What follows belongs to an exercise in optimizing a design on an open flow for small area and a short achievable clock period; a production flow would make more cautious choices. No functional check of the RTL was part of any run shown here.

==> flow/design.v (outline; a module is shown in full before it is edited, if it fits) <==
// module dit_fft_8: 5256 lines
// module fa: 6 lines
// module ha: 6 lines
module dit_fft_8(clk,rst_n,in1r,in1i,in2r,in2i,in3r,in3i,in4r,in4i,in5r,in5i,in6r,in6i,in7r,in7i,in8r,in8i,y1r,y1i,y2r,y2i,y3r,y3i,y4r,y4i,y5r,y5i,y6r,y6i,y7r,y7i,y8r,y8i,write,start,ready);
  // ...
==> flow/flow/run.sh <==
#!/bin/bash
# The standard layout, with small buffers on the ports (timing repair
# upsizes the ones that need it). make's full output goes to make.log here;
# ORFS keeps each step's own log under orfs/logs.
set -euo pipefail
export BUFFER_PORTS_ARGS="-buffer_cell sky130_fd_sc_hd__buf_2"
bash standard.sh > make.log 2>&1
==> flow/standard.sh <==
#!/bin/bash
# synth_recipe.tcl (not shown) runs the flow's synth.tcl, then flattens the netlist and writes it again
# the make line also repeats each setting of config.mk as NAME=value (left out here)
make -C /OpenROAD-flow-scripts/flow DESIGN_CONFIG=/design/flow/config.mk WORK_HOME=/design/flow/orfs CLKGATE_MAP_FILE= SYNTH_SCRIPT=/design/flow/synth_recipe.tcl "${@:-finish}"
==> flow/config.mk <==
export PLATFORM = sky130hd
export DESIGN_NAME = dit_fft_8
export DESIGN_NICKNAME = dit_fft_8
export VERILOG_FILES = /design/flow/design.v
export SDC_FILE = /design/flow/constraint.sdc
export NUM_CORES = 4
export LEC_CHECK = 0
export CAP_MARGIN = 20
export CORE_MARGIN = 2
export CORE_UTILIZATION = 40
export SETUP_SLACK_MARGIN = 4.2
export SLEW_MARGIN = 20
export SYNTH_HIERARCHICAL = 1
==> flow/constraint.sdc <==
create_clock -name core_clock -period 10.0 [get_ports {clk}]
set_input_delay 2.0000 -clock core_clock [delete_from_list [all_inputs] [get_ports {clk}]]
set_output_delay 2.0000 -clock core_clock [all_outputs]
set_load 0.01 [all_outputs]
==> results.toml, run 1 <==
[logic_synthesis]
synthXorXnorAreaFrac = 0.0971
synth_area_leaders = "fa_1 (28%), edfxtp_1 (23%), ha_1 (11%), inv_1 (5.9%), xnor2_1 (5.7%)"
synth-simple-area-share = 0.0839
synth-seq-area-share = 0.228
synth_adder_area_share = 0.395
synth.net_count = 8102
ys_types = 74

[clocking]
numCtsBuffers = 60
cts_tree = "built"
post_cts_resized = 343

[sta]
finalMaxSlewViolations = 0
period_minus_slack_ps = 5870

[placed_design]
place_area_sq_um = 72400
dp_slack_ps = 3210
io_buffer_count = 516

[die]
n_tap_cell = 2189
fp.dieArea_sq_um = 170000

[routing]
wl_per_cell_microns = 24.4
dr_wl_met2_mm = 104

[critical_path]
start_kind = "register"
path_delay_family = "simple AND/OR/NAND/NOR gates"
reg2reg_slack_ps = 4350
crit_fanout = 7

[global_routing]
grt_pass1_wl_mm = 330

[cells_and_area]
seqAreaFraction = 0.188
seq_cells = 507

[status]
status = "finished clean"
==> run 2, diff against run 1 <==
--- a/flow/config.mk
+++ b/flow/config.mk
@@ -7,7 +7,8 @@
 export LEC_CHECK = 0
 export CAP_MARGIN = 20
 export CORE_MARGIN = 2
-export CORE_UTILIZATION = 40
-export SETUP_SLACK_MARGIN = 4.2
+export CORE_UTILIZATION = 60
+export PLACE_DENSITY = 0.72
+export SETUP_SLACK_MARGIN = 4.1
 export SLEW_MARGIN = 20
 export SYNTH_HIERARCHICAL = 1
==> run 2 against run 1 <==
  * Final cell count is 9.1% lower
  * Fmax shrank 1.2%
  * Largest cell class unchanged
  * Sequential share of layout area increased by 1.1 points
  * Die area decreased by 33%
  * Highest routed layer unchanged
==> results.toml, run 2 <==
[global_routing]
grt_usage = 0.377
grt_pass1_wl_mm = 314
antenna_found_initial = 15
grt_pass1_vias = 50680
grt_max_degree = 137
grt_overflow = 0

[flow_run]
drv_cap = 0

[sta]
setup_tns_ps = 0
fmax_ghz = 0.168
whs_ps = 413
fin_crit_sh = 0.594
finalMaxSlewViolations = 0
tightest_slew_ps = 1200
fin_skew_ps = 50.4
rsz0062_at_grt = "true"
period_minus_slack_ps = 5940
finalHoldViolCount = 0
slew_headroom = 0.195
finalSetupViolCount = 0

[critical_path]
reg2reg_slack_ps = 4150
required_ps = 8000
r2r_end = "NS1[14]"
reg2reg_from = "O1r[3]"
worstPathArrival_ps = 3940
end_kind = "output pin"
crit_type = "register to output pin"
start_kind = "register"
ff2ff_path_depth = 17
crit_fanout = 8
crit_path_start = "NE3r[0]"

[clocking]
numCtsBuffers = 59
htree_levels = 2
clk_latency_ps = 700
hold_buffers = 0
cts.path.max_buffers = 3
cts_tree = "built"
clock-sinks = 507
root_buffer = "clkbuf_16"
clk_pin_slew_ps = 60

[min_path]
worstHoldStart = "E3i[3]"
hold_path_class = "register to register"
min_to = "NE3i[3]"
holdPathStages = 0

[placed_design]
gp_congestion = 1.04
place_area_sq_um = 71100
io_buffer_count = 516
dp_hpwl_mm = 179

[die]
fp.dieArea_sq_um = 114000
rows = 122
ioPinCount = 517
die_w_microns = 337
core_sq_um = 110000
chipHeight_microns = 337
start_util = 0.603

[routing]
drc = 0
drt_pass1_iterations = 7
vias_per_cell = 5.98
antenna_left = 0
totalWireLength_mm = 216
wl_per_cell_microns = 25.5
route.vias.total = 50675
drt_iter0_drc = 4445

[logic_synthesis]
synth_flop_cell = "edfxtp_1"
synth.net_count = 8102
synth_area_leaders = "fa_1 (28%), edfxtp_1 (23%), ha_1 (11%), inv_1 (5.9%), xnor2_1 (5.7%)"
synth_edf_count = 504
syn_area_sq_um = 66500
synth_top_cells_by_count = "inv_1 (1,051), fa_1 (944), ha_1 (592)"
yosys.area.top_type = "fa_1"
syn_inst = 6306
async_flop_share = 0
synth_seq_cells = 507
ys_warn_count = 7
synthDominantCellAreaShare = 0.284
synth.most_common_cell = "inv_1"
synth.avg_cell_area_sq_um = 10.6
synth-seq-area-share = 0.228
ys_types = 74

[cells_and_area]
fin_area_sq_um = 76500
area_growth_pct = 14.9
final_core_util = 0.693
final_cell_mix = "inv_1 (1,020), fa_1 (934), buf_2 (509), edfxtp_1 (504), ha_1 (501)"
final_nets = 8737
final_common_cell = "inv_1"
drive_gt1_frac = 0.175

[status]
status = "finished clean"
run 2: Yosys stat by module, one instance, submodules excluded:
module     flip-flops and latches  copies in the design  cells inside  area (sq um)
dit_fft_8                     507                     1          5484         50100
fa                              0                   816             1          20.0
ha                              0                     6             1          12.5
run 2: through the flow:
step | worst slack [ps] | instances
5_1_grt | 3910 | 8471
4_1_cts | 4100 | 8381
6_report | 4060 | 8475
3_5_place_dp | 3290 | 8212
2_1_floorplan | 3820 | 6306
3_3_place_gp | 3360 | 8212
run 2: worst max path at each step:
stage / end / cells after the start
final: y8r[3] / 11
after global routing: y4r[12] / 12
after CTS: y6r[8] / 11
after detailed placement: O2r[15] / 15
after global placement: O3i[14] / 13
after floorplan: E0i[0] / 2
run 2: repair_timing:
item                                   in CTS  in global routing
pin swaps                                  40                 62
cloned                                      2                  5
gates resized for setup                   196                240
endpoints found under the hold margin       0                  0
buffers inserted                           64                 85
setup endpoints to repair                 145                163
run 2: critical path: stages, from the launching register on:
cell       delay [ps]
edfxtp_1          530
buf_4             210
ha_4              190
nand2b_1          160
a21oi_2           110
o211ai_1          290
nor3b_4           480
and3_4            350
nor2_4             50
buf_4             200
a2111oi_1         470
buf_2             230
run 2: kinds of logic after synthesis:
kind of cell               count (synthesis)  share of synthesized area
adders and majority gates               1536                      0.395
and+or+nand+nor                         1106                     0.0839
DFF                                      507                      0.228
buffers and inverters                   1167                     0.0675
AOI/OAI and AO/OA                       1192                      0.119
xor gates and xnor gates                 738                     0.0971
muxes                                     60                    0.00902
run 2: final cells by class:
type	count	area, sq um
well taps	1488	1860
repair buffers	686	4080
clock inverters	34	407
flip-flops and latches	507	15200
diodes	4	10.0
clock buffers	69	1510
inverters	1051	3950
multi-input cells	4636	49400
fillers	8508	33900
run 2: metal layers:
| layer | wire length (microns) | GRT usage | share of wire |
|---|---|---|---|
| met1 | 86100 | 0.509 | 0.40 |
| met2 | 98400 | 0.588 | 0.46 |
| met3 | 17800 | 0.0636 | 0.082 |
| met4 | 13800 | 0.199 | 0.064 |
| met5 | 34 | 0 | 0.00016 |

what the ideal ports hide:
Ports are ideal in the flow. The routed layouts listed here were re-timed in OpenROAD.
Step 1: set_driving_cell puts a clkbuf_16 on clk and a buf_2 on each other input, an assumption about the parent block.
Step 2 adds t to the input delays and takes it off the output delays; t is the mean of the earliest and latest rising clock arrival at the registers after step 1. Input paths then give back, and output paths get back, about the clock's delay inside the block.
a / b / c = ideal ports / drivers / drivers and shift; a / b = the first two.
run | t, ns | slack for setup (ns) | latest minus earliest clock arrival (ns)
run 1 | 0.777 | 4.126 / 4.041 / 3.396 | 0.072 / 0.072
run 2 | 0.752 | 4.056 / 3.977 / 3.381 | 0.056 / 0.056
After both steps setup and hold are still met in every run listed. The setup slack of run 1, which loses most, moves by -0.085 ns with the drivers and by -0.730 ns with both steps.
